Background: an optimization exercise with open tools, aiming at small area and a short achievable clock period. Do not read the settings as production practice.
The RTL was checked by simulation tests, not by an equivalence proof against the original design.
Power is estimated from default activity; no workload was simulated.

==> design/flow/design.v <==
`timescale 1ns / 1ps
module processor #(
    parameter WIDTH = 32
) (
    input clk,
    input reset,
    output [WIDTH - 1: 0] imem_addr,
    input [WIDTH - 1: 0] imem_rdata,
    output [WIDTH - 1: 0] dmem_addr,
    output dmem_re,
    output dmem_we,
    output [WIDTH - 1: 0] dmem_wdata,
    input [WIDTH - 1: 0] dmem_rdata,
    output reg [WIDTH - 1: 0] PORT_OUT_A,
    output reg [WIDTH - 1: 0] PORT_OUT_B,
    output reg [WIDTH - 1: 0] PORT_OUT_C,
    output reg [WIDTH - 1: 0] PORT_OUT_D
);
    reg [31: 0] pc;
    reg [31: 0] fi;             
    reg [4: 0]  rs1s, rs2s, rds;
    reg [31: 0] imm;
    reg [31: 0] dpc;
    reg [31: 0] op1, op2;               
    reg [31: 0] opb;                    
    reg         d_mrd, d_mwr, d_swe;    
    reg         d_useimm;               
    reg         d_auipc;                
    reg         d_jmp;                  
    reg         d_beq, d_bne, d_blt, d_bge;
    reg         d_add, d_sub, d_xor, d_or, d_and, d_sll, d_srl, d_lt;
    reg [31: 0] tgt;            
    reg         rst0, rst1;
    reg [31: 0] rd;
    reg [4: 0]  ers;
    reg         emwr, emrd, eswe;
    reg [31: 0] wdata;
    reg [31: 0] rf [1: 31];
    wire halt = (ers == rs1s || ers == rs2s) && emrd;
    wire kill = reset || rst0 || rst1 || halt;
    wire eq = op1 == op2;
    wire lt = op1 < op2;
    wire taken = (d_beq & eq) | (d_bne & ~eq) | (d_blt & lt) | (d_bge & ~lt) | d_jmp;
    wire stl = (ers != rds) && !d_mrd && emrd && (ers != 0);
    wire [31: 0] A = op1;
    wire [31: 0] B = opb;
    wire [31: 0] alu =
        d_auipc ? tgt :
        d_add ? A + B :
        d_sub ? A - B :
        d_xor ? A ^ B :
        d_or  ? A | B :
        d_and ? A & B :
        d_sll ? A << B[4: 0] :
        d_srl ? A >> B[4: 0] :
        d_lt  ? {31'b0, A < B} :
        32'b0;
    wire [31: 0] rd_n = taken ? 32'd4 : alu;
    wire [6: 0] opc = fi[6: 0];
    wire o_load  = opc == 7'b0000011;
    wire o_imm   = opc == 7'b0010011;
    wire o_jalr  = opc == 7'b1100111;
    wire o_store = opc == 7'b0100011;
    wire o_br    = opc == 7'b1100011;
    wire o_jal   = opc == 7'b1101111;
    wire o_u     = opc == 7'b0010111 || opc == 7'b0110111;
    wire o_itype = o_load || o_imm || o_jalr;
    wire o_other = !(o_itype || o_store || o_br || o_jal || o_u);
    wire i_t     = !fi[5];
    wire [2: 0] n_f3 = o_u ? 3'd0 : fi[14: 12];
    wire [6: 0] n_f7 = o_other ? fi[31: 25] : 7'd0;
    wire n_f7z = n_f7 == 7'h00;
    wire n_f7s = n_f7 == 7'h20;
    wire n_mem = o_load || o_store;
    wire useimm_n = o_u || i_t || n_mem;
    wire [4: 0] n_rs1s = (o_jal || o_u) ? 5'd0 : fi[19: 15];
    wire [4: 0] n_rs2s = (o_itype || o_jal || o_u) ? 5'd0 : fi[24: 20];
    wire [4: 0] n_rds  = o_br ? 5'd0 : fi[11: 7];
    wire [31: 0] imm_n =
        o_itype ? {{21{fi[31]}}, fi[30: 20]} :
        o_store ? {{21{fi[31]}}, fi[30: 25], fi[11: 7]} :
        o_br    ? {{20{fi[31]}}, fi[7], fi[30: 25], fi[11: 8], 1'b0} :
        o_jal   ? {{12{fi[31]}}, fi[19: 12], fi[20], fi[30: 21], 1'b0} :
        o_u     ? {fi[31: 12], 12'b0} :
        imm;
    wire [4: 0] ers_n = kill ? 5'd0 : rds;
    wire [4: 0] s1n = halt ? rs1s : n_rs1s;
    wire [4: 0] s2n = halt ? rs2s : n_rs2s;
    wire fwd1 = s1n != 0 && ers_n == s1n;
    wire fwd2 = s2n != 0 && ers_n == s2n;
    wire hit1 = ers == s1n;
    wire hit2 = ers == s2n;
    wire [31: 0] rf1 = halt ? (rs1s == 0 ? 32'd0 : op1) : (n_rs1s == 0 ? 32'd0 : rf[fi[19: 15]]);
    wire [31: 0] rf2 = halt ? (rs2s == 0 ? 32'd0 : op2) : (n_rs2s == 0 ? 32'd0 : rf[fi[24: 20]]);
    wire [31: 0] op1_n =
        fwd1 ? rd_n :
        (hit1 && emrd) ? dmem_rdata :
        (hit1 && s1n != 0) ? rd :
        rf1;
    wire [31: 0] op2_n =
        fwd2 ? rd_n :
        (hit2 && emrd) ? dmem_rdata :
        (hit2 && s2n != 0) ? rd :
        rf2;
    always @(posedge clk) begin
        if (reset) begin
            pc <= 0;
            fi <= 0;
        end else if (!halt) begin
            pc <= taken ? tgt : stl ? pc : pc + 4;
            fi <= imem_rdata;
        end
    end
    always @(posedge clk) begin
        op1 <= op1_n;
        op2 <= op2_n;
        opb <= halt ? (d_useimm ? imm : op2_n) : (useimm_n ? imm_n : op2_n);
    end
    always @(posedge clk) begin
        if (reset) begin
            rs1s <= 0; rs2s <= 0; rds <= 0;
            imm <= 0;
            dpc <= 0;
            tgt <= 0;
            d_mrd <= 0; d_mwr <= 0; d_swe <= 0;
            d_useimm <= 0; d_auipc <= 0; d_jmp <= 0;
            d_beq <= 0; d_bne <= 0; d_blt <= 0; d_bge <= 0;
            d_add <= 1; d_sub <= 0; d_xor <= 0; d_or <= 0; d_and <= 0;
            d_sll <= 0; d_srl <= 0; d_lt <= 0;
        end else if (!halt) begin
            dpc <= pc;
            tgt <= dpc + imm_n;
            rs1s <= n_rs1s;
            rs2s <= n_rs2s;
            rds  <= n_rds;
            imm <= imm_n;
            d_mrd <= o_load;
            d_mwr <= o_store;
            d_swe <= o_store && n_f3[2: 1] != 0;
            d_useimm <= useimm_n;
            d_auipc <= o_u && i_t;
            d_jmp <= o_jal || o_jalr;
            d_beq <= o_br && n_f3 == 0;
            d_bne <= o_br && n_f3 == 1;
            d_blt <= o_br && (n_f3 == 4 || n_f3 == 6);
            d_bge <= o_br && (n_f3 == 5 || n_f3 == 7);
            d_add <= n_mem || (n_f3 == 0 && n_f7z);
            d_sub <= !n_mem && n_f3 == 0 && n_f7s;
            d_xor <= !n_mem && n_f3 == 4 && n_f7z;
            d_or  <= !n_mem && n_f3 == 6 && n_f7z;
            d_and <= !n_mem && n_f3 == 7 && n_f7z;
            d_sll <= !n_mem && n_f3 == 1 && n_f7z;
            d_srl <= !n_mem && n_f3 == 5 && (n_f7z || n_f7s);
            d_lt  <= !n_mem && (n_f3 == 2 || n_f3 == 3) && n_f7z;
        end
    end
    always @(posedge clk) begin
        rst0 <= taken;
        rst1 <= rst0;
        rd <= rd_n;
        wdata <= op2;
        ers <= ers_n;
        if (kill) begin
            emwr <= 0;
            emrd <= 0;
            eswe <= 0;
        end else begin
            emwr <= d_mwr;
            emrd <= d_mrd;
            eswe <= d_swe;
        end
    end
    wire [31: 0] wdr = reset ? 32'd0 : emrd ? dmem_rdata : rd;
    genvar gi;
    generate
        for (gi = 1; gi < 32; gi = gi + 1) begin : g_rf
            always @(posedge clk)
                if (reset || ers == gi)
                    rf[gi] <= wdr;
        end
    endgenerate
    always @(posedge clk) begin
        if (reset) begin
            PORT_OUT_A <= 0;
            PORT_OUT_B <= 0;
            PORT_OUT_C <= 0;
            PORT_OUT_D <= 0;
        end else if (emwr) begin
            case (rd)
                32'h40000000: PORT_OUT_A <= wdata;
                32'h40000001: PORT_OUT_B <= wdata;
                32'h40000002: PORT_OUT_C <= wdata;
                32'h40000003: PORT_OUT_D <= wdata;
                default: ;
            endcase
        end
    end
    assign imem_addr  = pc;
    assign dmem_addr  = rd;
    assign dmem_re    = emrd;
    assign dmem_we    = eswe && !reset;
    assign dmem_wdata = wdata;
endmodule
==> design/flow/run.sh <==
#!/bin/bash
# synth_recipe.tcl (not shown) runs the flow's synth.tcl, then flattens the netlist and writes it again
# the make line also repeats each setting of config.mk as NAME=value (left out here)
make -C /OpenROAD-flow-scripts/flow DESIGN_CONFIG=/design/flow/config.mk WORK_HOME=/design/flow/orfs CLKGATE_MAP_FILE= SYNTH_SCRIPT=/design/flow/synth_recipe.tcl finish
==> design/flow/config.mk <==
export PLATFORM = sky130hd
export DESIGN_NAME = processor
export DESIGN_NICKNAME = processor
export VERILOG_FILES = /design/flow/design.v
export SDC_FILE = /design/flow/constraint.sdc
export NUM_CORES = 4
export LEC_CHECK = 0
export CAP_MARGIN = 20
export CORE_MARGIN = 2
export CORE_UTILIZATION = 35
export PLACE_DENSITY = 0.45
export SETUP_SLACK_MARGIN = 5
export SLEW_MARGIN = 20
==> design/flow/constraint.sdc <==
create_clock -name core_clock -period 11.0 [get_ports {clk}]
set_input_delay 2.2000 -clock core_clock [delete_from_list [all_inputs] [get_ports {clk}]]
set_output_delay 2.2000 -clock core_clock [all_outputs]
set_load 0.01 [all_outputs]
==> reports/results.ini, run 1 <==
[sta]
maxSlewHeadroom_pct = 13.7
finalSetupViolations = 0
max_freq_mhz = 177
worst_pin_slew_ps = 1280
fin_setup_tns_ps = 0
finalCriticalPeriod_ps = 5660
hold_viol = 0
drv_slew = 0
min_period_over_period_pct = 51.5
rsz0062_at_grt = no
fin_skew_ps = 66.9
worst_hold_slack_ps = 405

[placed_design]
post_dp_cell_area_um2 = 81400
io_buffers = 291
place_hpwl_mm = 259
placed_cells = 9813
gp_congestion = 0.986

[synthesis]
synth_edf_count = 1024
synth_top_area_cell = edfxtp_1
async_flop_share_pct = 0
synth_fa_ha_area_share_pct = 2.79
synth-xor-area-share_pct = 1.05
synth_common_cells = edfxtp_1 (1024), nand2_1 (697), a22oi_1 (629), nor2_1 (584), dfxtp_1 (459)
yosys.area.top_type_share_pct = 41.4
syn_area_per_cell_um2 = 10.7
yosysMostFrequentCell = edfxtp_1
ys_seq_area_share_pct = 53.8
synth-simple-area-share_pct = 12.2
synth-compound-area-share_pct = 21.4
synth_top_family_by_area = compound AO/OA/AOI/OAI gates
synth_mux_area_share_pct = 4.90
synth-warning-count = 34
synthFlopType = edfxtp_1
syn-num-nets = 7183
synth_cells = 6953
synth-seq-cells = 1483
ys_top_cells_by_area = edfxtp_1 (41%), dfxtp_1 (12%), a22oi_1 (6.4%)
ys_types = 108
syn_area_um2 = 74200

[floorplanning]
coreArea_um2 = 211000
io_pins = 292
fp-row-count = 169
initial_core_util_pct = 35.1
die_w_um = 465
die_area_um2 = 216000
die_h_um = 465

[power_and_ir_drop]
power_leakage_nw = 30.9
ir_drop_v = 0.000177
p_per_area_nw_per_um2 = 191
power_mw = 16.7

[layout]
nets = 7393
final_area_um2 = 87100
areaGrowthSynthToFinish_pct = 17.4
stdcell_count = 10136
largest_reg_flops = 992
max_flop_register = rf
drive_above_1_share_pct = 11.5
n_fill_cell = 20385

[worst_setup_path]
critical_path.top_delay_family = compound AO/OA/AOI/OAI gates
rr_worst_depth = 15
path_buf_inv = 3
cp_slowest_stage_delay_ps = 1000
ff2ff_setup_slack_ps = 5340
start_kind = flop
endpoint_kind = flop
rr_endpoint = opb[14]
cp_common_cell = o21ai_0
arrival_ps = 6350
crit_chain = buf_4, clkinv_1, ha_1, o21ai_0, o21ai_0, a221o_1, o21ai_0, xor2_1, nor2_1, o311ai_0, buf_4, nand2_1, o21ai_1, o21ai_0, and2_1
crit_fanout = 29
crit_required_ps = 11690
slowest_stage = o311ai_0
crit-reg2reg-launch = opb[4]
path_class = flop to flop

[clock_tree]
clock_latency_ps = 860
cts_max_level = 4
cts_buffers = 166
clockBufferDepth = 3
cts.sink_count = 1483
ctsRootBufferMaster = clkbuf_16
path_clk_slew_ps = 70
tritoncts = done
hold_buffers = 0

[global_routing]
grt_pass1_vias = 63500
grtUsageTotal_pct = 37.0
grt_max_degree = 107
grt_pass1_wl_mm = 554
grt-ovfl-total = 0
antenna_found_initial = 24

[routing]
dr.first_iter.drc_count = 12072
avgViaCountPerCell = 6.70
wl_mm = 414
ant_nets = 0
num_vias = 67942
routedWlPerCell_um = 40.8
firstDrtPassIters = 10
drc = 0

[worst_hold_path]
hold-path-cell-count = 0
min_path_type = flop to flop
hp-start = rst0
hold_end = rst1

[outcome]
status = complete, no violations

[job]
cap_violations = 0

-- where the power goes --
part           leakage, nW  switching (mW)  internal [mW]
Clock                 2.71            2.48           3.31
Sequential            14.3           0.695           6.74
Combinational         13.8            2.36           1.10
-- kinds of logic (layout without fill, tap and decap cells) --
group | Yosys count | after routing
AND/OR/NAND/NOR | 1991 | 1991
XOR/XNOR | 87 | 87
AO/OA/AOI/OAI | 2226 | 2226
flip-flops | 1483 | 1483
adder cells (fa/ha/maj) | 164 | 164
other | 0 | 15
buffers and inverters | 708 | 1055
multiplexers | 294 | 294
-- worst max-delay path by stage --
| stage | from | end | slack (ps) | cells past startpoint |
|---|---|---|---|---|
| after CTS | fi[5] | tgt[30] | 5310 | 20 |
| after detailed placement | fi[5] | tgt[30] | 5330 | 20 |
| after global placement | fi[5] | tgt[30] | 5360 | 20 |
| after global routing | fi[5] | tgt[30] | 5030 | 20 |
| final | opb[4] | opb[14] | 5340 | 15 |
| after floorplan | reset | dmem_we | 6020 | 3 |
-- layer usage --
layer	track usage [%]	wire length, um
met3	8.63	44600
met2	56.9	184000
met5	0	55
met4	23.8	31700
met1	46.5	154000
-- metrics by stage --
| stage | setup WS [ps] | utilization [%] |
|---|---|---|
| 2_1_floorplan | 6020 | - |
| 3_3_place_gp | 5360 | 38.5 |
| 3_5_place_dp | 5330 | 38.5 |
| 6_report | 5340 | 41.2 |
| 5_1_grt | 5030 | 41.2 |
| 4_1_cts | 5310 | 41.2 |
-- worst reg2reg max path, cell delays in order (launching register included) --
cell      delay, ps
dfxtp_1         320
buf_4           330
clkinv_1        660
ha_1            660
o21ai_0         180
o21ai_0         220
a221o_1         420
o21ai_0         490
xor2_1          200
nor2_1           50
o311ai_0       1000
buf_4           290
nand2_1          60
o21ai_1         340
o21ai_0         140
and2_1          190
-- layout make-up --
cell class / count / area, um^2 / area share [%]
diodes: 15 / 37.5 / 0.0431
clock buffers: 217 / 4540 / 5.21
clock inverters: 88 / 1060 / 1.21
inverters: 188 / 706 / 0.810
multi-input cells: 4762 / 32400 / 37.1
flip-flops and latches: 1483 / 39900 / 45.8
well taps: 2821 / 3530 / 4.05
repair buffers: 562 / 4970 / 5.70
-- timing repair --
action / 4_1_cts / 5_1_grt
resized for setup: 0 / 4
hold endpoints to repair: 0 / 0
buffers inserted: 0 / 0
setup endpoints to repair: 0 / 5
-- cell usage in the layout (no fill, tap or decap), types with 29 or more instances in the layout --
cell             count
clkbuf_1            35
o31ai_1             29
nand2_1            694
a21oi_1            402
mux4_2              49
edfxtp_1          1024
and3_1              34
inv_1              183
o22ai_1             50
a211oi_1            79
a31oi_1             50
a222oi_1            55
clkbuf_16          169
a22o_1             150
nor3_1             123
nor2_1             503
clkinv_2            29
mux2_2              55
buf_4              268
o211ai_1            33
ha_1               161
xnor2_1             63
a21o_1              55
dfxtp_1            454
nand4_1            138
clkdlybuf4s50_1    290
nor2_4              66
o21ai_0            233
a22oi_1            629
nand3_1            159
mux2i_1            183
a221oi_1           175
nor4_1              39
nand2b_1            38
==> run 2: changes to the inputs <==
==> design/flow/flow/run.sh (new file) <==
#!/bin/bash
# Own layout flow: the standard flow (standard.sh), with two changes:
#  - synthesis maps the logic with an area-oriented ABC script (flow/area.abc)
#    instead of ORFS's speed script; every other synthesis step, and so every
#    register, is the standard synthesis's;
#  - extra make settings from flow/knobs.txt (one VAR=value per line).
# Each tool's output is in ORFS's own logs under orfs/logs; make's output is
# in flow.log here.
set -euo pipefail
W=$PWD
mkdir -p my
sed "/synth_preamble.tcl/a set abc_args [lreplace \$abc_args 1 1 $W/flow/area.abc]" \
    "$FLOW_HOME/scripts/synth.tcl" > my/synth_orfs.tcl
grep -q "flow/area.abc" my/synth_orfs.tcl
sed "s#\$::env(SCRIPTS_DIR)/synth.tcl#$W/my/synth_orfs.tcl#" synth_recipe.tcl > my/synth.tcl
grep -q "my/synth_orfs.tcl" my/synth.tcl
sed "s#SYNTH_SCRIPT=[^ ]*#SYNTH_SCRIPT=$W/my/synth.tcl#" standard.sh > my/standard.sh
grep -q "my/synth.tcl" my/standard.sh
KNOBS=()
if [[ -f flow/knobs.txt ]]; then
    while read -r k; do [[ -n "$k" ]] && KNOBS+=("$k"); done < flow/knobs.txt
fi
bash my/standard.sh "${KNOBS[@]}" finish > flow.log 2>&1
test -s out/final.def
==> design/flow/flow/area.abc (new file) <==
&get -n; &st; &dch -f; &nf -a -R 1000; &put
==> design/flow/flow/knobs.txt (new file) <==
BUFFER_PORTS_ARGS=-buffer_cell sky130_fd_sc_hd__buf_2
MATCH_CELL_FOOTPRINT=0
SETUP_SLACK_MARGIN=6
==> design/flow/standard.sh (new file) <==
#!/bin/bash
# synth_recipe.tcl (not shown) runs the flow's synth.tcl, then flattens the netlist and writes it again
# the make line also repeats each setting of config.mk as NAME=value (left out here)
make -C /OpenROAD-flow-scripts/flow DESIGN_CONFIG=/design/flow/config.mk WORK_HOME=/design/flow/orfs CLKGATE_MAP_FILE= SYNTH_SCRIPT=/design/flow/synth_recipe.tcl "${@:-finish}"
--- a/design/flow/config.mk
+++ b/design/flow/config.mk
@@ -10,4 +10,3 @@
 export CORE_UTILIZATION = 35
 export PLACE_DENSITY = 0.45
-export SETUP_SLACK_MARGIN = 5
 export SLEW_MARGIN = 20
removed: design/flow/run.sh
==> reports/results.ini, run 2 <==
[layout]
max_flop_register = rf
final_core_utilization_pct = 42.3  ; +1.1 points
layout_common_cells = edfxtp_1 (1024), nand2_1 (757), a21oi_1 (706), nor2_1 (446), dfxtp_1 (439)
drive_above_1_share_pct = 15.2  ; +3.8 points
stdcell_count = 9824  ; -3.1%
nets = 7267  ; -1.7%
largest_reg_flops = 992  ; unchanged
areaGrowthSynthToFinish_pct = 20.5
mostFrequentLayoutCell = edfxtp_1

[floorplanning]
die_area_um2 = 201000  ; -7.0%
initial_core_util_pct = 35.1  ; about the same
coreArea_um2 = 197000  ; -7.0%
die_h_um = 448  ; -3.5%
fp-row-count = 163  ; -3.6%
io_pins = 292  ; unchanged
die_w_um = 448  ; -3.5%

[synthesis]
synth_top_area_cell = edfxtp_1
synth-seq-cells = 1483  ; unchanged
ys_types = 59  ; -45%
synth_mux_area_share_pct = 1.69  ; -3.2 points
yosysMostFrequentCell = edfxtp_1
synthFlopType = edfxtp_1
synth-warning-count = 34  ; unchanged
ys_seq_area_share_pct = 57.9  ; +4.1 points
ys_top_cells_by_area = edfxtp_1 (45%), dfxtp_1 (13%), a21oi_1 (5.3%)
syn_area_um2 = 69000  ; -7.0%
synth_common_cells = edfxtp_1 (1024), nand2_1 (765), a21oi_1 (731), nor2_1 (499), dfxtp_1 (459)
synth_top_family_by_area = compound AO/OA/AOI/OAI gates
syn_area_per_cell_um2 = 11.0  ; +3.2%
synth-simple-area-share_pct = 12.1  ; -0.056 points
synth-xor-area-share_pct = 1.61  ; +0.56 points
syn-num-nets = 6497  ; -9.6%
yosys.area.top_type_share_pct = 44.5  ; +3.1 points
synth_fa_ha_area_share_pct = 3.01  ; +0.21 points
synth_edf_count = 1024  ; unchanged
async_flop_share_pct = 0  ; unchanged
synth_cells = 6267  ; -9.9%
synth-compound-area-share_pct = 22.7  ; +1.2 points

[sta]
finalSetupViolations = 0  ; unchanged
worst_pin_slew_ps = 1260  ; -26.5 ps
min_period_over_period_pct = 45.0  ; -6.4 points
maxSlewHeadroom_pct = 15.3  ; +1.7 points
rsz0062_at_grt = yes
fin_setup_tns_ps = 0  ; unchanged
max_freq_mhz = 202  ; +14%
hold_viol = 0  ; unchanged
fin_skew_ps = 25.5  ; -41.5 ps
drv_slew = 0  ; unchanged
finalCriticalPeriod_ps = 4950  ; -706 ps

[clock_tree]
ctsRootBufferMaster = clkbuf_16
path_clk_slew_ps = 60  ; about the same
clock_latency_ps = 840  ; -20 ps
cts.sink_count = 1483  ; unchanged
cts_buffers = 168  ; +1.2%
clockBufferDepth = 3  ; unchanged
cts_max_level = 4  ; unchanged
tritoncts = done

[global_routing]
grtUsageTotal_pct = 34.0  ; -3.0 points
grt_pass1_vias = 59012  ; -7.1%
antenna_found_initial = 24  ; unchanged
grt_pass1_wl_mm = 479  ; -13%
grt-ovfl-total = 0  ; unchanged
grt_max_degree = 150  ; +40%

[worst_hold_path]
min_path_type = flop to flop

[power_and_ir_drop]
power_leakage_nw = 29.5  ; -4.5%
p_int_mw = 10.9  ; -2.0%
p_per_area_nw_per_um2 = 198  ; +3.2%
swShare_pct = 33.5  ; +0.38 points
switching_power_mw = 5.51  ; -0.34%
p_seq_share_pct = 46.0  ; +1.4 points
p_comb_share_pct = 20.5  ; -0.2 points
pwr-share-clk_pct = 33.5  ; -1.2 points
ir_drop_v = 0.000124  ; -30%

[routing]
drc = 0  ; unchanged
dr.first_iter.drc_count = 9678  ; -20%
firstDrtPassIters = 10  ; unchanged
routedWlPerCell_um = 35.8  ; -12%
ant_nets = 0  ; unchanged
wl_mm = 351  ; -15%
num_vias = 62931  ; -7.4%
avgViaCountPerCell = 6.41  ; -4.4%

[placed_design]
placed_cells = 9411  ; -4.1%
gp_congestion = 0.957  ; -3.0%
io_buffers = 291  ; unchanged
place_hpwl_mm = 227  ; -13%

[outcome]
status = complete, no violations

[job]
cap_violations = 0  ; unchanged

[worst_setup_path]
crit_fanout = 15  ; -48%
path_class = input port to primary output
endpoint_kind = primary output
arrival_ps = 2750  ; -3600 ps
start_kind = input port
crit_required_ps = 8800  ; -2890 ps

==> run 2: cell type report <==
| class | instances | area [um^2] |
|---|---|---|
| fillers | 19030 | 113000 |
| flip-flops and latches | 1483 | 40000 |
| multi-input cells | 4599 | 29900 |
| clock buffers | 233 | 4610 |
| repair buffers | 595 | 4010 |
| well taps | 2640 | 3300 |
| inverters | 188 | 732 |
| clock inverters | 75 | 643 |
| diodes | 9 | 22.5 |
| repair inverters | 2 | 15.0 |
==> run 2: final timing paths <==
| kind | from | slack, ps | cells past startpoint | to |
|---|---|---|---|---|
| hold reg to reg | op2[14] | 410 | 0 | wdata[14] |
| hold / removal | op2[14] | 410 | 0 | wdata[14] |
| setup reg to reg | fi[16] | 6100 | 10 | op1[10] |
| setup / recovery | reset | 6050 | 3 | dmem_we |
==> run 2: layer usage <==
layer	up-vias	GRT usage, %	share of wire, %
met4	8	21.9	7.4
met2	3867	53.4	45
li1	26812	-	-
met3	929	7.02	9.1
met5	-	0	0.016
met1	31315	42.5	38
==> run 2: critical path: stages <==
cell,delay (ps)
buf_8,160
nor2b_1,180
buf_2,150
==> run 2: logic make-up after synthesis <==
family	count (synthesis)
mux	114
buf+inv	188
xor+xnor	127
fa+ha+maj	164
compound gates	2302
flops	1483
simple gates	1889
==> run 2: repair_timing <==
item	4_1_cts	5_1_grt
pin swaps	17	20
buffers inserted	54	35
hold buffers	0	0
gates cloned	6	1
resized for setup	80	92
setup endpoints to repair	196	90
==> run 2: power groups by stage <==
| stage | Sequential, mW | Clock (mW) | Combinational, mW |
|---|---|---|---|
| floorplan | 7.36 | 0 | 1.60 |
| global placement | 7.75 | 0 | 2.91 |
| detailed placement | 7.74 | 0 | 2.91 |
| CTS | 7.56 | 5.58 | 3.11 |
| global route | 7.59 | 5.78 | 3.55 |
| finish | 7.56 | 5.51 | 3.36 |
==> run 2: per-stage QoR <==
| stage | cell area, um^2 | setup WS, ps | power (mW) | hold WS [ps] |
|---|---|---|---|---|
| 4_1_cts | 82500 | 5900 | 16.3 | 394 |
| 5_1_grt | 83200 | 5890 | 16.9 | 406 |
| 2_1_floorplan | 69100 | 5850 | 8.95 | 355 |
| 6_report | 83200 | 6050 | 16.4 | 405 |
| 3_3_place_gp | 76300 | 4370 | 10.7 | 396 |
| 3_5_place_dp | 76400 | 4380 | 10.6 | 400 |
==> run 3: changes to the inputs <==
--- a/design/flow/design.v
+++ b/design/flow/design.v
@@ -30,4 +30,5 @@
     reg         d_beq, d_bne, d_blt, d_bge;
     reg         d_add, d_sub, d_xor, d_or, d_and, d_sll, d_srl, d_lt;
+    reg         d_inv;                  
     reg [31: 0] tgt;            
     reg         rst0, rst1;
@@ -39,21 +40,33 @@
     wire halt = (ers == rs1s || ers == rs2s) && emrd;
     wire kill = reset || rst0 || rst1 || halt;
-    wire eq = op1 == op2;
-    wire lt = op1 < op2;
-    wire taken = (d_beq & eq) | (d_bne & ~eq) | (d_blt & lt) | (d_bge & ~lt) | d_jmp;
-    wire stl = (ers != rds) && !d_mrd && emrd && (ers != 0);
     wire [31: 0] A = op1;
     wire [31: 0] B = opb;
+    wire [33: 0] sum_x = {1'b0, A, 1'b1} + {1'b0, B, d_inv};
+    wire [32: 0] sum = sum_x[33: 1];
+    wire         a_lt_b = !sum[32];
+    wire [31: 0] sh_in;
+    wire [31: 0] sh_out = sh_in >> B[4: 0];
+    wire [31: 0] sh_rev;
+    genvar gr;
+    generate
+        for (gr = 0; gr < 32; gr = gr + 1) begin : g_rev
+            assign sh_in[gr] = d_sll ? A[31 - gr] : A[gr];
+            assign sh_rev[gr] = sh_out[31 - gr];
+        end
+    endgenerate
     wire [31: 0] alu =
         d_auipc ? tgt :
-        d_add ? A + B :
-        d_sub ? A - B :
+        (d_add | d_sub) ? sum[31: 0] :
         d_xor ? A ^ B :
         d_or  ? A | B :
         d_and ? A & B :
-        d_sll ? A << B[4: 0] :
-        d_srl ? A >> B[4: 0] :
-        d_lt  ? {31'b0, A < B} :
+        d_sll ? sh_rev :
+        d_srl ? sh_out :
+        d_lt  ? {31'b0, a_lt_b} :
         32'b0;
+    wire eq = &(op1 ^ opb);
+    wire lt = a_lt_b;
+    wire taken = (d_beq & eq) | (d_bne & ~eq) | (d_blt & lt) | (d_bge & ~lt) | d_jmp;
+    wire stl = (ers != rds) && !d_mrd && emrd && (ers != 0);
     wire [31: 0] rd_n = taken ? 32'd4 : alu;
     wire [6: 0] opc = fi[6: 0];
@@ -74,4 +87,7 @@
     wire n_mem = o_load || o_store;
     wire useimm_n = o_u || i_t || n_mem;
+    wire sub_n = !n_mem && n_f3 == 0 && n_f7s;
+    wire lt_n  = !n_mem && (n_f3 == 2 || n_f3 == 3) && n_f7z;
+    wire inv_n = sub_n || lt_n || o_br;
     wire [4: 0] n_rs1s = (o_jal || o_u) ? 5'd0 : fi[19: 15];
     wire [4: 0] n_rs2s = (o_itype || o_jal || o_u) ? 5'd0 : fi[24: 20];
@@ -115,5 +131,6 @@
         op1 <= op1_n;
         op2 <= op2_n;
-        opb <= halt ? (d_useimm ? imm : op2_n) : (useimm_n ? imm_n : op2_n);
+        opb <= halt ? (d_useimm ? imm : op2_n) ^ {32{d_inv}}
+                    : (useimm_n ? imm_n : op2_n) ^ {32{inv_n}};
     end
     always @(posedge clk) begin
@@ -127,5 +144,5 @@
             d_beq <= 0; d_bne <= 0; d_blt <= 0; d_bge <= 0;
             d_add <= 1; d_sub <= 0; d_xor <= 0; d_or <= 0; d_and <= 0;
-            d_sll <= 0; d_srl <= 0; d_lt <= 0;
+            d_sll <= 0; d_srl <= 0; d_lt <= 0; d_inv <= 0;
         end else if (!halt) begin
             dpc <= pc;
@@ -146,5 +163,5 @@
             d_bge <= o_br && (n_f3 == 5 || n_f3 == 7);
             d_add <= n_mem || (n_f3 == 0 && n_f7z);
-            d_sub <= !n_mem && n_f3 == 0 && n_f7s;
+            d_sub <= sub_n;
             d_xor <= !n_mem && n_f3 == 4 && n_f7z;
             d_or  <= !n_mem && n_f3 == 6 && n_f7z;
@@ -152,5 +169,6 @@
             d_sll <= !n_mem && n_f3 == 1 && n_f7z;
             d_srl <= !n_mem && n_f3 == 5 && (n_f7z || n_f7s);
-            d_lt  <= !n_mem && (n_f3 == 2 || n_f3 == 3) && n_f7z;
+            d_lt  <= lt_n;
+            d_inv <= inv_n;
         end
     end
--- a/design/flow/config.mk
+++ b/design/flow/config.mk
@@ -8,5 +8,8 @@
 export CAP_MARGIN = 20
 export CORE_MARGIN = 2
-export CORE_UTILIZATION = 35
-export PLACE_DENSITY = 0.45
+export CORE_UTILIZATION = 40
+export CTS_BUF_LIST = sky130_fd_sc_hd__clkbuf_8
+export CTS_CLUSTER_DIAMETER = 50
+export CTS_CLUSTER_SIZE = 16
+export PLACE_DENSITY = 0.5
 export SLEW_MARGIN = 20
==> reports/results.ini, run 3 <==
[outcome]
status = complete, no violations

[floorplanning]
fp-row-count = 150  ; -8.0%
io_pins = 292  ; unchanged
coreArea_um2 = 167000  ; -15%
die_area_um2 = 170000  ; -15%
die_h_um = 413  ; -7.9%
initial_core_util_pct = 40.1  ; +5.0 points
die_w_um = 413  ; -7.9%

[clock_tree]
path_clk_slew_ps = 110  ; +50 ps
cts_buffers = 158  ; -6.0%
cts_max_level = 4  ; unchanged
clock_latency_ps = 970  ; +130 ps
clockBufferDepth = 3  ; unchanged
tritoncts = done
ctsRootBufferMaster = clkbuf_8
cts.sink_count = 1484  ; +0.067%

[layout]
layout_common_cells = edfxtp_1 (1024), nand2_1 (825), a21oi_1 (603), dfxtp_1 (437), nor2_1 (424)
mostFrequentLayoutCell = edfxtp_1
final_core_utilization_pct = 47.5  ; +5.2 points
drive_above_1_share_pct = 17.2  ; +2.0 points
nets = 6896  ; -5.1%
max_flop_register = rf
areaGrowthSynthToFinish_pct = 18.3
n_fill_cell = 15492  ; -19%
largest_reg_flops = 992  ; unchanged

[synthesis]
yosys.area.top_type_share_pct = 46.0  ; +1.4 points
async_flop_share_pct = 0  ; unchanged
syn_area_um2 = 66900  ; -3.1%
synth_edf_count = 1024  ; unchanged
synth-seq-cells = 1484  ; +0.067%
syn-num-nets = 6141  ; -5.5%
synth_common_cells = edfxtp_1 (1024), nand2_1 (835), a21oi_1 (635), nor2_1 (488), dfxtp_1 (460)
ys_seq_area_share_pct = 59.8  ; +1.9 points
yosysMostFrequentCell = edfxtp_1
ys_types = 55  ; -6.8%
synth-warning-count = 34  ; unchanged
syn_area_per_cell_um2 = 11.2  ; +1.6%
ys_top_cells_by_area = edfxtp_1 (46%), dfxtp_1 (14%), a21oi_1 (4.8%)
synth_cells = 5977  ; -4.6%
synthFlopType = edfxtp_1
synth_top_area_cell = edfxtp_1

[power_and_ir_drop]
pwr-share-clk_pct = 29.6  ; -3.9 points
swShare_pct = 33.8  ; +0.23 points
p_seq_share_pct = 52.5  ; +6.5 points
p_comb_share_pct = 17.8  ; -2.7 points
power_leakage_nw = 28.0  ; -5.1%
p_int_mw = 9.49  ; -13%
switching_power_mw = 4.84  ; -12%
p_per_area_nw_per_um2 = 181  ; -8.3%
ir_drop_v = 0.000138  ; +12%

[global_routing]
antenna_found_initial = 24  ; unchanged
grtUsageTotal_pct = 35.2  ; +1.3 points
grt_pass1_wl_mm = 428  ; -11%
grt_pass1_vias = 54622  ; -7.4%
grt-ovfl-total = 0  ; unchanged
grt_max_degree = 168  ; +12%

[sta]
max_freq_mhz = 200  ; -0.81%
maxSlewHeadroom_pct = 21.9  ; +6.6 points
worst_pin_slew_ps = 1170  ; -85.5 ps
finalSetupViolations = 0  ; unchanged
fin_setup_tns_ps = 0  ; unchanged
rsz0062_at_grt = yes
finalCriticalPeriod_ps = 5000  ; +40.5 ps
hold_viol = 0  ; unchanged
fin_skew_ps = 54.3  ; +28.8 ps
min_period_over_period_pct = 45.4  ; +0.37 points
drv_slew = 0  ; unchanged

[worst_setup_path]
slowest_stage = nor2b_4
crit_chain = buf_12, nor2b_4, buf_2
endpoint_kind = primary output
arrival_ps = 2800  ; +50 ps
cp_slowest_stage_delay_ps = 200  ; +20 ps
path_class = input port to primary output
critical_path.top_delay_family = buffers and inverters
start_kind = input port
crit_required_ps = 8800  ; about the same
crit_fanout = 48  ; +33
path_buf_inv = 2  ; unchanged

[job]
cap_violations = 0  ; unchanged

[placed_design]
io_buffers = 291  ; unchanged
gp_congestion = 0.987  ; +3.1%
place_hpwl_mm = 199  ; -12%

[routing]
wl_mm = 310  ; -12%
firstDrtPassIters = 10  ; unchanged
routedWlPerCell_um = 34.1  ; -4.5%
avgViaCountPerCell = 6.49  ; +1.3%
drc = 0  ; unchanged
dr.first_iter.drc_count = 9617  ; -0.63%
num_vias = 58913  ; -6.4%
ant_nets = 0  ; unchanged

[worst_hold_path]
min_path_type = flop to flop

-- run 3: area by class of cell --
type                            instances  area (um^2)  share of cell area [%]
Antenna cell                           13         32.5                  0.0411
Timing Repair inverter                  1         5.00                 0.00633
Clock buffer                          165         2270                    2.87
Sequential cell                      1484        40000                    50.6
Tap cell                             2204         2760                    3.49
Timing Repair Buffer                  590         3930                    4.97
Multi-Input combinational cell       4364        28200                    35.6
Inverter                              133          522                   0.660
Clock inverter                        128         1420                    1.79
-- run 3: kinds of logic (layout without fill, tap and decap cells) --
logic type	after synthesis	count (layout)	share of synthesized area, %
compound gates	2131	2131	21.7
flops	1484	1484	59.8
other cells	0	13	0
xor+xnor	173	173	2.27
buf+inv	133	1017	0.747
mux	116	116	1.79
simple gates	1842	1846	11.9
fa+ha+maj	98	98	1.86
-- run 3: repair_timing --
item / 4_1_cts / 5_1_grt
pin swaps: 29 / 62
cloned: 6 / 2
resized for setup: 77 / 105
hold buffers: 0 / 0
setup buffers: 51 / 46
endpoints found under the setup margin: 98 / 51
-- run 3: power groups by stage --
stage / sequential [mW] / clock [mW] / combinational, mW
CTS: 7.50 / 4.30 / 2.43
global placement: 7.63 / 0 / 2.35
finish: 7.53 / 4.24 / 2.56
global route: 7.58 / 4.51 / 2.71
detailed placement: 7.64 / 0 / 2.36
floorplan: 7.36 / 0 / 1.27
-- run 3: path summary, 6_finish.rpt --
kind	from	to	slack [ps]	depth (start not counted)
hold reg to reg	op2[2]	wdata[2]	390	0
setup / recovery	reset	dmem_we	6000	3
hold / removal	op2[2]	wdata[2]	390	0
setup reg to reg	fi[0]	tgt[27]	6100	30
-- run 3: per-layer routing --
layer,up-vias,routed length (um),global-route usage [%]
met3,706,30400,7.44
met4,14,18500,18.5
met2,3539,140000,54.8
met5,-,91,0
met1,29277,121000,46.2
li1,25377,-,-
-- run 3: metrics by stage --
step	hold slack (ps)	setup WS [ps]	power [mW]	std cells	cell area [um^2]
floorplan	331	5190	8.63	5977	67100
global placement	374	4870	9.98	8667	73700
detailed placement	365	4730	10.0	8669	73700
CTS	372	5920	14.2	9019	78200
global route	381	5810	14.8	9074	79100
finish	389	6000	14.3	9082	79100
==> run 4: changes to the inputs <==
==> design/flow/config.mk (replaced) <==
export PLATFORM = sky130hd
export DESIGN_NAME = processor
export DESIGN_NICKNAME = processor
export VERILOG_FILES = /design/flow/design.v
export SDC_FILE = /design/flow/constraint.sdc
export NUM_CORES = 4
export LEC_CHECK = 0
export CAP_MARGIN = 20
export CORE_MARGIN = 2
export CORE_UTILIZATION = 35
export PLACE_DENSITY = 0.45
export SLEW_MARGIN = 20
==> reports/results.ini, run 4 <==
[outcome]
status = complete, no violations

[worst_setup_path]
arrival_ps = 2790  ; about the same
rr_worst_depth = 29  ; -3.3%
setup.worst_path.end = dmem_we
crit_required_ps = 8800  ; about the same
rr_endpoint = tgt[30]
crit_fanout = 45  ; -6.3%
start_kind = input port
crit-reg2reg-launch = fi[2]
crit_start = reset
ff2ff_setup_slack_ps = 6010  ; -90 ps
path_class = input port to primary output
endpoint_kind = primary output

[layout]
regArea_um2 = 40000  ; about the same
mostFrequentLayoutCell = edfxtp_1
n_fill_cell = 18080  ; +17%
final_core_utilization_pct = 42.7  ; -4.8 points
multi_input_area_um2 = 28000  ; -0.52%
drive_above_1_share_pct = 16.2  ; -1.0 points
final_area_um2 = 81200  ; +2.6%
areaGrowthSynthToFinish_pct = 21.4
layout_common_cells = edfxtp_1 (1024), nand2_1 (826), a21oi_1 (607), dfxtp_1 (439), nor2_1 (423)
nets = 6886  ; -0.15%
max_flop_register = rf
largest_reg_flops = 992  ; unchanged

[global_routing]
grtUsageTotal_pct = 31.1  ; -4.1 points
grt_pass1_vias = 54469  ; -0.28%
grt_pass1_wl_mm = 430  ; +0.56%
grt_max_degree = 133  ; -21%
antenna_found_initial = 30  ; +25%
grt-ovfl-total = 0  ; unchanged

[clock_tree]
hold_buffers = 0  ; unchanged
cts.sink_count = 1484  ; unchanged
ctsRootBufferMaster = clkbuf_16
cts_buffers = 169  ; +7.0%
clock_latency_ps = 840  ; -130 ps
tritoncts = done
path_clk_slew_ps = 60  ; -50 ps
cts_max_level = 4  ; unchanged
clockBufferDepth = 3  ; unchanged

[floorplanning]
io_pins = 292  ; unchanged
fp-row-count = 160  ; +6.7%
die_area_um2 = 195000  ; +14%
die_h_um = 441  ; +6.8%
initial_core_util_pct = 35.2  ; -4.9 points
die_w_um = 441  ; +6.8%
coreArea_um2 = 190000  ; +14%

[synthesis]
syn_area_per_cell_um2 = 11.2  ; unchanged
yosysMostFrequentCell = edfxtp_1
synth_edf_count = 1024  ; unchanged
ys_seq_area_share_pct = 59.8  ; unchanged
synth_common_cells = edfxtp_1 (1024), nand2_1 (835), a21oi_1 (635), nor2_1 (488), dfxtp_1 (460)
synth_top_area_cell = edfxtp_1
ys_types = 55  ; unchanged
synth-warning-count = 34  ; unchanged
syn_area_um2 = 66900  ; unchanged
yosys.area.top_type_share_pct = 46.0  ; unchanged
syn-num-nets = 6141  ; unchanged
ys_top_cells_by_area = edfxtp_1 (46%), dfxtp_1 (14%), a21oi_1 (4.8%)
synth-seq-cells = 1484  ; unchanged
synthFlopType = edfxtp_1
synth_cells = 5977  ; unchanged
async_flop_share_pct = 0  ; unchanged

[worst_hold_path]
min_path_type = flop to flop
hold-path-cell-count = 0  ; unchanged
hp-start = op2[3]

[power_and_ir_drop]
swShare_pct = 31.2  ; -2.5 points
p_int_mw = 10.9  ; +15%
switching_power_mw = 4.96  ; +2.4%
p_seq_share_pct = 47.7  ; -4.8 points
power_leakage_nw = 28.8  ; +3.0%
p_per_area_nw_per_um2 = 196  ; +7.9%
pwr-share-clk_pct = 36.2  ; +6.6 points
ir_drop_v = 0.000149  ; +7.3%
p_comb_share_pct = 16.1  ; -1.7 points

[routing]
met3_length_mm = 26.0  ; -14%
num_vias = 58359  ; -0.94%
ant_nets = 0  ; unchanged
firstDrtPassIters = 7  ; -3
routedWlPerCell_um = 33.3  ; -2.3%
dr.first_iter.drc_count = 8698  ; -9.6%
met1_length_mm = 123  ; +1.6%
wl_mm = 313  ; +1.0%
avgViaCountPerCell = 6.21  ; -4.3%
drc = 0  ; unchanged
highest_layer = met5
wl_met2_mm = 146  ; +4.8%

[sta]
min_period_over_period_pct = 45.4  ; about the same
finalCriticalPeriod_ps = 4990  ; -1.03 ps
maxSlewHeadroom_pct = 14.7  ; -7.2 points
worst_hold_slack_ps = 369  ; -20.5 ps
finalSetupViolations = 0  ; unchanged
max_freq_mhz = 200  ; about the same
worst_pin_slew_ps = 1270  ; +94.2 ps
rsz0062_at_grt = yes
fin_setup_tns_ps = 0  ; unchanged
hold_viol = 0  ; unchanged
setup_slack_ps = 6010  ; +1.03 ps
fin_skew_ps = 50.7  ; -3.60 ps
drv_slew = 0  ; unchanged

[placed_design]
gp_congestion = 0.918  ; -6.9%
place_hpwl_mm = 202  ; +1.7%
pre_cts_ws_ps = 4970  ; +249 ps
io_buffers = 291  ; unchanged
post_dp_cell_area_um2 = 74000  ; +0.40%

[job]
cap_violations = 0  ; unchanged

run 4: cell counts after synthesis:
Identical to the previous run, type by type.
run 4: cell type report:
type | instances | share of cell area (%)
timing repair buffer | 569 | 4.67
multi-input combinational | 4364 | 34.5
antenna | 23 | 0.0709
tap | 2511 | 3.87
clock inverter | 76 | 0.967
inverter | 133 | 0.648
timing repair inverter | 1 | 0.00617
clock buffer | 235 | 5.95
sequential | 1484 | 49.3
run 4: how the worst min path moves through the flow:
stage | to | slack [ps]
after global routing | wdata[3] | 360
after detailed placement | wdata[7] | 370
after global placement | wdata[2] | 350
after CTS | wdata[3] | 350
after floorplan | wdata[15] | 330
final | wdata[3] | 370
run 4: logic make-up (layout without fill, tap and decap cells):
family	count (synthesis)	in the layout	share of synthesized area, %
xor gates and xnor gates	173	173	2.27
AOI/OAI and AO/OA	2131	2131	21.7
muxes	116	116	1.79
buffers and inverters	133	1014	0.747
and+or+nand+nor	1842	1846	11.9
adders and majority gates	98	98	1.86
other	0	23	0
DFF	1484	1484	59.8
run 4: power groups by stage:
| stage | Clock (mW) | Sequential (mW) | Combinational (mW) |
|---|---|---|---|
| after global placement | 0 | 7.68 | 2.37 |
| after CTS | 5.84 | 7.55 | 2.45 |
| final | 5.75 | 7.56 | 2.56 |
| after floorplan | 0 | 7.36 | 1.27 |
| after global routing | 6.05 | 7.61 | 2.72 |
| after detailed placement | 0 | 7.68 | 2.38 |
run 4: stage by stage:
stage / instances / power [mW]
finish: 9396 / 15.9
global route: 9388 / 16.4
CTS: 9336 / 15.8
detailed placement: 8973 / 10.1
global placement: 8972 / 10.0
floorplan: 5977 / 8.63
run 4: metal layers:
metal	global-route usage (%)	up-vias
met5	0	-
met4	16.5	6
met3	5.43	616
met2	50.0	3149
met1	39.9	29168
li1	-	25420
run 4: repair_timing:
action / CTS / global route
endpoints found under the setup margin: 120 / 67
resized for setup: 85 / 87
pin swaps: 34 / 41
cloned: 6 / 1
setup buffers: 46 / 35
run 4: critical path, stage by stage:
cell	delay (ps)
buf_12	160
nor2b_4	190
buf_2	180
==> run 5: changes to the inputs <==
--- a/design/flow/design.v
+++ b/design/flow/design.v
@@ -198,19 +198,11 @@
         end
     endgenerate
-    always @(posedge clk) begin
-        if (reset) begin
-            PORT_OUT_A <= 0;
-            PORT_OUT_B <= 0;
-            PORT_OUT_C <= 0;
-            PORT_OUT_D <= 0;
-        end else if (emwr) begin
-            case (rd)
-                32'h40000000: PORT_OUT_A <= wdata;
-                32'h40000001: PORT_OUT_B <= wdata;
-                32'h40000002: PORT_OUT_C <= wdata;
-                32'h40000003: PORT_OUT_D <= wdata;
-                default: ;
-            endcase
-        end
+    wire [31: 0] pw = reset ? 32'd0 : wdata;
+    wire pm = emwr && rd[31: 2] == 30'h10000000;
+    always @(posedge clk) begin
+        if (reset || (pm && rd[1: 0] == 2'd0)) PORT_OUT_A <= pw;
+        if (reset || (pm && rd[1: 0] == 2'd1)) PORT_OUT_B <= pw;
+        if (reset || (pm && rd[1: 0] == 2'd2)) PORT_OUT_C <= pw;
+        if (reset || (pm && rd[1: 0] == 2'd3)) PORT_OUT_D <= pw;
     end
     assign imem_addr  = pc;
--- a/design/flow/config.mk
+++ b/design/flow/config.mk
@@ -8,5 +8,8 @@
 export CAP_MARGIN = 20
 export CORE_MARGIN = 2
-export CORE_UTILIZATION = 35
-export PLACE_DENSITY = 0.45
+export CORE_UTILIZATION = 40
+export CTS_BUF_LIST = sky130_fd_sc_hd__clkbuf_8
+export CTS_CLUSTER_DIAMETER = 50
+export CTS_CLUSTER_SIZE = 16
+export PLACE_DENSITY = 0.5
 export SLEW_MARGIN = 20
==> reports/results.ini, run 5 <==
[worst_setup_path]
path_class = input port to primary output
crit_fanout = 11  ; -76%
ff2ff_setup_slack_ps = 6080  ; +70 ps
start_kind = input port
crit_required_ps = 8800  ; about the same
crit-reg2reg-launch = op1[0]
endpoint_kind = primary output
rr_endpoint = opb[21]
setup.worst_path.end = dmem_we
crit_start = reset
rr_worst_depth = 21  ; -28%
arrival_ps = 2770  ; -20 ps

[routing]
firstDrtPassIters = 10  ; +3
routedWlPerCell_um = 33.7  ; +0.94%
wl_mm = 292  ; -6.7%
met3_length_mm = 27.9  ; +7.3%
met1_length_mm = 117  ; -4.9%
wl_met2_mm = 132  ; -9.6%
drc = 0  ; unchanged
highest_layer = met5
ant_nets = 0  ; unchanged
num_vias = 56331  ; -3.5%
avgViaCountPerCell = 6.49  ; +4.5%
dr.first_iter.drc_count = 9546  ; +9.7%

[synthesis]
synth_edf_count = 1152  ; +13%
syn_area_um2 = 66500  ; -0.48%
yosys.area.top_type_share_pct = 52.0  ; +6.0 points
syn_area_per_cell_um2 = 11.9  ; +6.0%
synth_cells = 5612  ; -6.1%
syn-num-nets = 5776  ; -5.9%
synth_common_cells = edfxtp_1 (1152), a21oi_1 (542), nand2_1 (500), nor2_1 (482), o21ai_0 (398)
ys_seq_area_share_pct = 62.0  ; +2.2 points
yosysMostFrequentCell = edfxtp_1
ys_types = 57  ; +3.6%
async_flop_share_pct = 0  ; unchanged
synthFlopType = edfxtp_1
ys_top_cells_by_area = edfxtp_1 (52%), dfxtp_1 (10%), a21oi_1 (4.1%)
synth-warning-count = 34  ; unchanged
synth_top_area_cell = edfxtp_1
synth-seq-cells = 1484  ; unchanged

[clock_tree]
cts_max_level = 4  ; unchanged
ctsRootBufferMaster = clkbuf_8
hold_buffers = 0  ; unchanged
cts.sink_count = 1484  ; unchanged
tritoncts = done
clockBufferDepth = 3  ; unchanged
cts_buffers = 156  ; -7.7%
path_clk_slew_ps = 90  ; +30 ps
clock_latency_ps = 990  ; +150 ps

[layout]
largest_reg_flops = 992  ; unchanged
final_core_utilization_pct = 47.5  ; +4.8 points
max_flop_register = rf
nets = 6515  ; -5.4%
drive_above_1_share_pct = 17.5  ; +1.3 points
layout_common_cells = edfxtp_1 (1152), a21oi_1 (514), nand2_1 (490), nor2_1 (419), a22oi_1 (344)
stdcell_count = 8683  ; -7.6%
n_fill_cell = 15293  ; -15%
mostFrequentLayoutCell = edfxtp_1
multi_input_area_um2 = 26400  ; -5.7%
regArea_um2 = 41300  ; +3.2%
final_area_um2 = 78500  ; -3.3%
areaGrowthSynthToFinish_pct = 17.9

[placed_design]
io_buffers = 291  ; unchanged
gp_congestion = 0.958  ; +4.4%
placed_cells = 8272  ; -7.8%
place_hpwl_mm = 193  ; -4.7%
post_dp_cell_area_um2 = 73100  ; -1.2%

[power_and_ir_drop]
ir_drop_v = 0.000145  ; -2.4%
power_leakage_nw = 27.7  ; -3.8%
p_per_area_nw_per_um2 = 184  ; -5.8%
power_mw = 14.5  ; -8.9%

[sta]
finalSetupViolations = 0  ; unchanged
hold_viol = 0  ; unchanged
drv_slew = 0  ; unchanged
maxSlewHeadroom_pct = 20.7  ; +6.0 points
fin_skew_ps = 82.9  ; +32.2 ps
rsz0062_at_grt = yes
finalCriticalPeriod_ps = 4970  ; -22.9 ps
fin_setup_tns_ps = 0  ; unchanged
worst_pin_slew_ps = 1190  ; -76.3 ps
min_period_over_period_pct = 45.2  ; -0.21 points
max_freq_mhz = 201  ; +0.46%

[floorplanning]
die_w_um = 412  ; -6.6%
die_h_um = 412  ; -6.6%
die_area_um2 = 170000  ; -13%
initial_core_util_pct = 40.3  ; +5.1 points
io_pins = 292  ; unchanged
fp-row-count = 149  ; -6.9%
coreArea_um2 = 165000  ; -13%

[worst_hold_path]
min_path_type = flop to flop

[global_routing]
grt_pass1_wl_mm = 405  ; -5.9%
grt_pass1_vias = 51631  ; -5.2%
grt_max_degree = 108  ; -19%
grt-ovfl-total = 0  ; unchanged
antenna_found_initial = 17  ; -43%
grtUsageTotal_pct = 33.3  ; +2.2 points

[outcome]
status = complete, no violations

[job]
cap_violations = 0  ; unchanged

[run 5: cell count changes after synthesis, moves of 20 or more]
cell / before / now
o21ai_0: 326 / 398
edfxtp_1: 1024 / 1152
nand2_1: 835 / 500
nor2b_1: 9 / 40
a21oi_1: 635 / 542
a311oi_1: 22 / 2
dfxtp_1: 460 / 332
o21bai_1: 48 / 1
a211oi_1: 175 / 204
mux2i_1: 107 / 83
[run 5: per-layer routing]
layer | track usage, % | up-vias
li1 | - | 24275
met4 | 14.8 | 8
met5 | 0 | -
met2 | 51.3 | 3431
met3 | 5.58 | 541
met1 | 46.0 | 28076
[run 5: cells by family after synthesis]
kind of cell,after synthesis,share of synthesized area (%)
and+or+nand+nor,1532,10.3
adders and majority gates,98,1.87
xor gates and xnor gates,165,2.17
buffers and inverters,143,0.807
DFF,1484,62.0
AOI/OAI and AO/OA,2095,21.4
muxes,95,1.47
[run 5: cell type report]
class                      instances  share of cell area [%]
clock buffer                     164                    2.88
clock inverter                   122                    1.54
inverter                         143                   0.721
sequential                      1484                    52.6
antenna                           15                  0.0478
multi-input combinational       3989                    33.7
timing repair buffer             577                    5.02
tap                             2189                    3.49
[run 5: repair_timing]
action / 4_1_cts / 5_1_grt
gates cloned: 8 / 2
pin swaps: 15 / 47
buffers inserted: 38 / 62
endpoints found under the setup margin: 189 / 107
hold endpoints to repair: 0 / 0
resized for setup: 115 / 98
[run 5: metrics by stage]
stage                     setup WS (ps)  hold WS [ps]
after floorplan                    5750           331
after detailed placement           4540           379
after global placement             4600           377
final                              6030           389
after CTS                          6000           380
after global routing               5870           390
[run 5: how the worst min path moves through the flow]
stage	start	to	slack [ps]	depth (start not counted)
3_5_place_dp	op2[31]	wdata[31]	380	0
4_1_cts	op2[8]	wdata[8]	380	0
2_1_floorplan	op2[11]	wdata[11]	330	0
6_report	op2[8]	wdata[8]	390	0
5_1_grt	op2[8]	wdata[8]	390	0
3_3_place_gp	op2[13]	wdata[13]	380	0
[run 5: where the power goes]
part	internal, mW	total, mW	switching, mW	leakage (nW)
Sequential	7.00	7.68	0.675	14.6
Combinational	0.825	2.74	1.91	11.4
Clock	1.77	4.04	2.28	1.75
Total	9.59	14.5	4.86	27.7
[run 5: critical path, cell delays in order]
cell	delay [ps]
buf_16	160
buf_16	170
nor2b_4	80
buf_2	120
==> run 6: changes to the inputs <==
==> design/flow/flow/knobs.txt (replaced) <==
BUFFER_PORTS_ARGS=-buffer_cell sky130_fd_sc_hd__buf_2
MATCH_CELL_FOOTPRINT=0
SETUP_SLACK_MARGIN=6.3
==> reports/results.ini, run 6 <==
[outcome]
status = complete, no violations

[sta]
finalSetupViolations = 0  ; unchanged
fin_setup_tns_ps = 0  ; unchanged
setup_slack_ps = 6170  ; +144 ps
max_freq_mhz = 207  ; +3.0%
finalCriticalPeriod_ps = 4830  ; -144 ps
maxSlewHeadroom_pct = 21.9  ; +1.1 points
worst_pin_slew_ps = 1170  ; -17.2 ps
drv_slew = 0  ; unchanged
hold_viol = 0  ; unchanged
min_period_over_period_pct = 43.9  ; -1.3 points
rsz0062_at_grt = yes
fin_skew_ps = 87.6  ; +4.75 ps

[power_and_ir_drop]
p_per_area_nw_per_um2 = 184  ; about the same
power_leakage_nw = 28.1  ; +1.2%
ir_drop_v = 0.000152  ; +4.9%

[routing]
num_vias = 56960  ; +1.1%
firstDrtPassIters = 11  ; +1
wl_mm = 298  ; +2.0%
avgViaCountPerCell = 6.52  ; +0.55%
ant_nets = 0  ; unchanged
dr.first_iter.drc_count = 8703  ; -8.8%
drc = 0  ; unchanged
routedWlPerCell_um = 34.1  ; +1.4%

[placed_design]
place_hpwl_mm = 193  ; about the same
pre_cts_ws_ps = 4750  ; +211 ps
gp_congestion = 1.01  ; +4.9%
io_buffers = 291  ; unchanged

[synthesis]
ys_seq_area_share_pct = 62.0  ; unchanged
ys_types = 57  ; unchanged
ys_top_cells_by_area = edfxtp_1 (52%), dfxtp_1 (10%), a21oi_1 (4.1%)
yosys.area.top_type_share_pct = 52.0  ; unchanged
synthFlopType = edfxtp_1
yosysMostFrequentCell = edfxtp_1
async_flop_share_pct = 0  ; unchanged
synth_common_cells = edfxtp_1 (1152), a21oi_1 (542), nand2_1 (500), nor2_1 (482), o21ai_0 (398)
synth_cells = 5612  ; unchanged
syn_area_per_cell_um2 = 11.9  ; unchanged
syn-num-nets = 5776  ; unchanged
synth-warning-count = 34  ; unchanged
synth-seq-cells = 1484  ; unchanged
synth_edf_count = 1152  ; unchanged
synth_top_area_cell = edfxtp_1
syn_area_um2 = 66500  ; unchanged

[layout]
areaGrowthSynthToFinish_pct = 19.4
largest_reg_flops = 992  ; unchanged
nets = 6565  ; +0.77%
max_flop_register = rf
mostFrequentLayoutCell = edfxtp_1
n_fill_cell = 15169  ; -0.81%
layout_common_cells = edfxtp_1 (1152), a21oi_1 (492), nand2_1 (488), nor2_1 (420), a22oi_1 (339)
drive_above_1_share_pct = 19.6  ; +2.1 points

[clock_tree]
path_clk_slew_ps = 90  ; about the same
tritoncts = done
clock_latency_ps = 980  ; about the same
ctsRootBufferMaster = clkbuf_8
cts_max_level = 4  ; unchanged
cts.sink_count = 1484  ; unchanged
cts_buffers = 158  ; +1.3%
clockBufferDepth = 3  ; unchanged
hold_buffers = 0  ; unchanged

[worst_setup_path]
cp_slowest_stage_delay_ps = 420  ; +250 ps
crit_required_ps = 11840  ; +3040 ps
start_kind = flop
rr_endpoint = tgt[31]
path_class = flop to flop
crit_fanout = 5  ; -6
rr_worst_depth = 29  ; +38%
crit-reg2reg-launch = fi[1]
critical_path.top_delay_family = compound AO/OA/AOI/OAI gates
arrival_ps = 5670  ; +2900 ps
endpoint_kind = flop
slowest_stage = or3b_4
path_depth = 29  ; +25
path_buf_inv = 2  ; -1
ff2ff_setup_slack_ps = 6170  ; +90 ps

[global_routing]
antenna_found_initial = 17  ; unchanged
grt-ovfl-total = 0  ; unchanged
grt_max_degree = 92  ; -15%
grt_pass1_vias = 52908  ; +2.5%
grtUsageTotal_pct = 33.9  ; +0.65 points
grt_pass1_wl_mm = 412  ; +1.7%

[job]
cap_violations = 0  ; unchanged

[floorplanning]
io_pins = 292  ; unchanged
coreArea_um2 = 165000  ; unchanged
die_h_um = 412  ; unchanged
die_area_um2 = 170000  ; unchanged
die_w_um = 412  ; unchanged
fp-row-count = 149  ; unchanged
initial_core_util_pct = 40.3  ; unchanged

[worst_hold_path]
min_path_type = flop to flop
hold_end = wdata[5]
hp-start = op2[5]
hold-path-cell-count = 0  ; unchanged

[run 6: how the worst max path moves through the flow]
stage            from  slack (ps)      end
2_1_floorplan  ers[0]        5750  opb[14]
3_3_place_gp   ers[4]        4810   opb[5]
3_5_place_dp    fi[0]        4750  tgt[31]
4_1_cts        op1[1]        6190  opb[29]
5_1_grt         fi[0]        5930  tgt[31]
6_report        fi[1]        6170  tgt[31]
[run 6: metal layers]
metal,track usage (%),up-vias,share of wire (%)
li1,-,24393,-
met1,45.5,28353,40
met2,52.0,3458,45
met3,6.91,748,9.6
met4,17.3,8,6.0
met5,0,-,0.016
[run 6: layout make-up]
class	count	area, um^2	area share (%)
Timing Repair inverter	1	7.51	0.00945
Clock inverter	120	1220	1.54
Sequential cell	1484	41300	52.0
Clock buffer	169	2330	2.93
Multi-Input combinational cell	3991	26900	33.8
Timing Repair Buffer	622	4360	5.49
Antenna cell	13	32.5	0.0410
Tap cell	2189	2740	3.45
Inverter	143	566	0.712
[run 6: where the power goes]
group,internal [mW],switching [mW]
logic,0.867,2.01
registers,7.00,0.647
clock network,1.85,2.26
total,9.72,4.92
[run 6: stage by stage]
| step | cell area [um^2] | util [%] | hold slack (ps) | instances | power [mW] |
|---|---|---|---|---|---|
| 2_1_floorplan | 66800 | - | 331 | 5612 | 8.84 |
| 3_3_place_gp | 73100 | 44.3 | 355 | 8270 | 10.3 |
| 3_5_place_dp | 73100 | 44.3 | 364 | 8271 | 10.3 |
| 4_1_cts | 78200 | 47.4 | 315 | 8661 | 14.5 |
| 5_1_grt | 79400 | 48.1 | 330 | 8724 | 15.1 |
| 6_report | 79400 | 48.1 | 325 | 8732 | 14.6 |
[run 6: cell families (layout without fill, tap and decap cells)]
logic type / count (synthesis) / count (layout) / share of synthesized area (%)
XOR/XNOR: 165 / 165 / 2.17
other: 0 / 13 / 0
AND/OR/NAND/NOR: 1532 / 1538 / 10.3
multiplexers: 95 / 95 / 1.47
AO/OA/AOI/OAI: 2095 / 2095 / 21.4
buffers and inverters: 143 / 1055 / 0.807
adder cells (fa/ha/maj): 98 / 98 / 1.87
flip-flops: 1484 / 1484 / 62.0
[run 6: repair_timing]
| item | 4_1_cts | 5_1_grt |
|---|---|---|
| gates resized for setup | 184 | 177 |
| gates cloned | 9 | 6 |
| pin swaps | 48 | 62 |
| setup buffers | 92 | 52 |
| endpoints found under the setup margin | 195 | 75 |
[run 6: worst reg2reg max path: cells and delay by family (launching register included)]
kind	cells	cell delay, ps
flip-flops	1	330
AND/OR/NAND/NOR	11	1530
adder cells (fa/ha/maj)	1	260
buffers and inverters	2	230
AO/OA/AOI/OAI	14	2240
XOR/XNOR	1	130
==> run 7: changes to the inputs <==
--- a/design/flow/design.v
+++ b/design/flow/design.v
@@ -31,5 +31,5 @@
     reg         d_add, d_sub, d_xor, d_or, d_and, d_sll, d_srl, d_lt;
     reg         d_inv;                  
-    reg [31: 0] tgt;            
+    reg [31: 0] epc;            
     reg         rst0, rst1;
     reg [31: 0] rd;
@@ -40,4 +40,5 @@
     wire halt = (ers == rs1s || ers == rs2s) && emrd;
     wire kill = reset || rst0 || rst1 || halt;
+    wire [31: 0] tgt = epc + imm;
     wire [31: 0] A = op1;
     wire [31: 0] B = opb;
@@ -139,5 +140,5 @@
             imm <= 0;
             dpc <= 0;
-            tgt <= 0;
+            epc <= 0;
             d_mrd <= 0; d_mwr <= 0; d_swe <= 0;
             d_useimm <= 0; d_auipc <= 0; d_jmp <= 0;
@@ -147,5 +148,5 @@
         end else if (!halt) begin
             dpc <= pc;
-            tgt <= dpc + imm_n;
+            epc <= dpc;
             rs1s <= n_rs1s;
             rs2s <= n_rs2s;
==> design/flow/flow/knobs.txt (replaced) <==
BUFFER_PORTS_ARGS=-buffer_cell sky130_fd_sc_hd__buf_2
MATCH_CELL_FOOTPRINT=0
SETUP_SLACK_MARGIN=6.3
CTS_ARGS=-sink_clustering_enable -repair_clock_nets -sink_clustering_size 16 -sink_clustering_max_diameter 50 -buf_list sky130_fd_sc_hd__clkbuf_8 -dont_use_dummy_load
==> reports/results.ini, run 7 <==
[floorplanning]
coreArea_um2 = 165000  ; +0.11%
io_pins = 292  ; unchanged
die_area_um2 = 170000  ; +0.34%
die_w_um = 413  ; +0.17%
initial_core_util_pct = 40.4  ; +0.094 points
die_h_um = 413  ; +0.17%
fp-row-count = 149  ; unchanged

[global_routing]
grtUsageTotal_pct = 34.9  ; +0.96 points
grt-ovfl-total = 0  ; unchanged
grt_max_degree = 88  ; -4.3%
grt_pass1_vias = 53540  ; +1.2%
grt_pass1_wl_mm = 419  ; +1.8%

[synthesis]
synth_edf_count = 1152  ; unchanged
syn-num-nets = 5793  ; +0.29%
ys_types = 54  ; -5.3%
synth-seq-cells = 1484  ; unchanged
ys_seq_area_share_pct = 61.8  ; -0.21 points
synth_cells = 5629  ; +0.30%
async_flop_share_pct = 0  ; unchanged
synth_top_area_cell = edfxtp_1

[layout]
final_area_um2 = 77400  ; -2.5%
n_fill_cell = 15259  ; +0.59%
largest_reg_flops = 992  ; unchanged
max_flop_register = rf
areaGrowthSynthToFinish_pct = 15.9
mostFrequentLayoutCell = edfxtp_1
nets = 6529  ; -0.55%
layout_common_cells = edfxtp_1 (1152), nand2_1 (610), a21oi_1 (502), nor2_1 (366), a22oi_1 (341)
drive_above_1_share_pct = 16.4  ; -3.2 points

[sta]
fin_setup_tns_ps = 0  ; unchanged
setup_slack_ps = 6000  ; -176 ps
worst_pin_slew_ps = 1220  ; +49.7 ps
rsz0062_at_grt = yes
finalCriticalPeriod_ps = 5000  ; +176 ps
drv_slew = 0  ; unchanged
maxSlewHeadroom_pct = 18.0  ; -3.9 points
hold_viol = 0  ; unchanged
finalSetupViolations = 0  ; unchanged

[worst_setup_path]
path_buf_inv = 3  ; +1
critical_path.top_delay_family = buffers and inverters
start_kind = input port
endpoint_kind = primary output
rr_worst_depth = 14  ; -52%
path_depth = 4  ; -86%
cp_slowest_stage_delay_ps = 170  ; -250 ps
arrival_ps = 2800  ; -2870 ps
crit_fanout = 3  ; -2

[routing]
drc = 0  ; unchanged
dr.first_iter.drc_count = 9132  ; +4.9%
wl_mm = 307  ; +3.1%
routedWlPerCell_um = 35.9  ; +5.1%
num_vias = 57275  ; +0.55%
avgViaCountPerCell = 6.69  ; +2.5%

[power_and_ir_drop]
power_leakage_nw = 27.1  ; -3.4%
p_per_area_nw_per_um2 = 175  ; -5.0%
ir_drop_v = 0.000150  ; -1.4%

[clock_tree]
ctsRootBufferMaster = clkbuf_8
cts_max_level = 4  ; unchanged
hold_buffers = 0  ; unchanged
cts.sink_count = 1484  ; unchanged
path_clk_slew_ps = 90  ; about the same
cts_buffers = 158  ; unchanged

[placed_design]
io_buffers = 291  ; unchanged
post_dp_cell_area_um2 = 73300  ; +0.26%
placed_cells = 8294  ; +0.28%
pre_cts_ws_ps = 4840  ; +93.3 ps
gp_congestion = 0.977  ; -2.9%

[job]
cap_violations = 0  ; unchanged

[worst_hold_path]
hold-path-cell-count = 0  ; unchanged
min_path_type = flop to flop

[outcome]
status = complete, no violations

## run 7: changes by cell type in the layout (fill, tap and decap cells not counted), sizes merged, moves of 17 or more
| cell | change |
|---|---|
| o21ai | -45 |
| clkinvlp | -17 |
| mux2i | +33 |
| nand2 | +120 |
| inv | -45 |
| nor2 | -56 |
| buf | -57 |
| clkinv | -69 |
| o21bai | +30 |
| a211oi | -42 |
## run 7: through the flow
stage | hold slack (ps) | utilization (%) | total power [mW]
2_1_floorplan | 331 | - | 8.76
3_3_place_gp | 364 | 44.3 | 10.2
6_report | 367 | 46.8 | 13.6
5_1_grt | 364 | 46.8 | 14.0
4_1_cts | 365 | 46.1 | 13.4
3_5_place_dp | 369 | 44.3 | 10.2
## run 7: final timing paths
check | start | end | slack (ps)
worst max-delay path | reset | dmem_we | 6000
worst min-delay path | op2[3] | wdata[3] | 370
worst max register to register | fi[15] | op1[27] | 6240
worst min register to register | op2[3] | wdata[3] | 370
## run 7: metal layers
layer | GRT usage, % | wire length, um
met1 | 44.6 | 116000
met5 | 0.198 | 171
met3 | 7.10 | 30800
met4 | 21.6 | 21700
met2 | 54.3 | 138000
## run 7: report_power, final
group,leakage (nW),switching (mW),internal (mW),total [mW]
registers,14.6,0.648,6.99,7.64
logic,11.4,1.93,0.830,2.76
clock network,1.14,1.89,1.27,3.16
## run 7: what timing repair did
item                       CTS  global route
buffers inserted            32            51
gates cloned                12             5
resized for setup          101           163
pin swaps                    7            34
setup endpoints to repair  178            98
## run 7: layout make-up
class / instances / area, um^2 / share of cell area [%]
antenna: 15 / 37.5 / 0.0485
multi-input combinational: 4036 / 26800 / 34.6
sequential: 1484 / 41300 / 53.4
timing repair buffer: 566 / 3880 / 5.01
timing repair inverter: 1 / 7.51 / 0.00970
tap: 2189 / 2740 / 3.54
inverter: 118 / 469 / 0.606
clock buffer: 158 / 2170 / 2.81
## run 7: cell families after synthesis
| group | share of synthesized area (%) |
|---|---|
| AOI/OAI and AO/OA | 21.0 |
| xor gates and xnor gates | 2.07 |
| adders and majority gates | 1.86 |
| buffers and inverters | 0.663 |
| DFF | 61.8 |
| muxes | 2.01 |
| and+or+nand+nor | 10.7 |

port drivers added, routing unchanged:
Ports are ideal in the flow. The routed layouts listed here were re-timed in OpenROAD. Step 1 assumes that a clkbuf_16 drives the clock port and a buf_2 every other input. Step 2 also shifts input and output timing later by t, the mid clock arrival at the registers, as if the neighbouring blocks saw the same clock. a / b / c = ideal ports / drivers / drivers and shift; a / b = the first two.
run	shift t [ns]	setup WS [ns]
run 1	0.918	5.339 / 5.315 / 5.315
run 2	0.919	6.045 / 5.998 / 5.349
run 3	1.029	6.005 / 5.956 / 5.266
run 4	0.902	6.006 / 5.960 / 5.297
run 5	1.027	6.029 / 5.792 / 5.415
run 6	1.024	6.172 / 6.071 / 5.446
run 7	1.029	5.997 / 5.718 / 5.110
After both steps setup and hold are still met in every run listed.
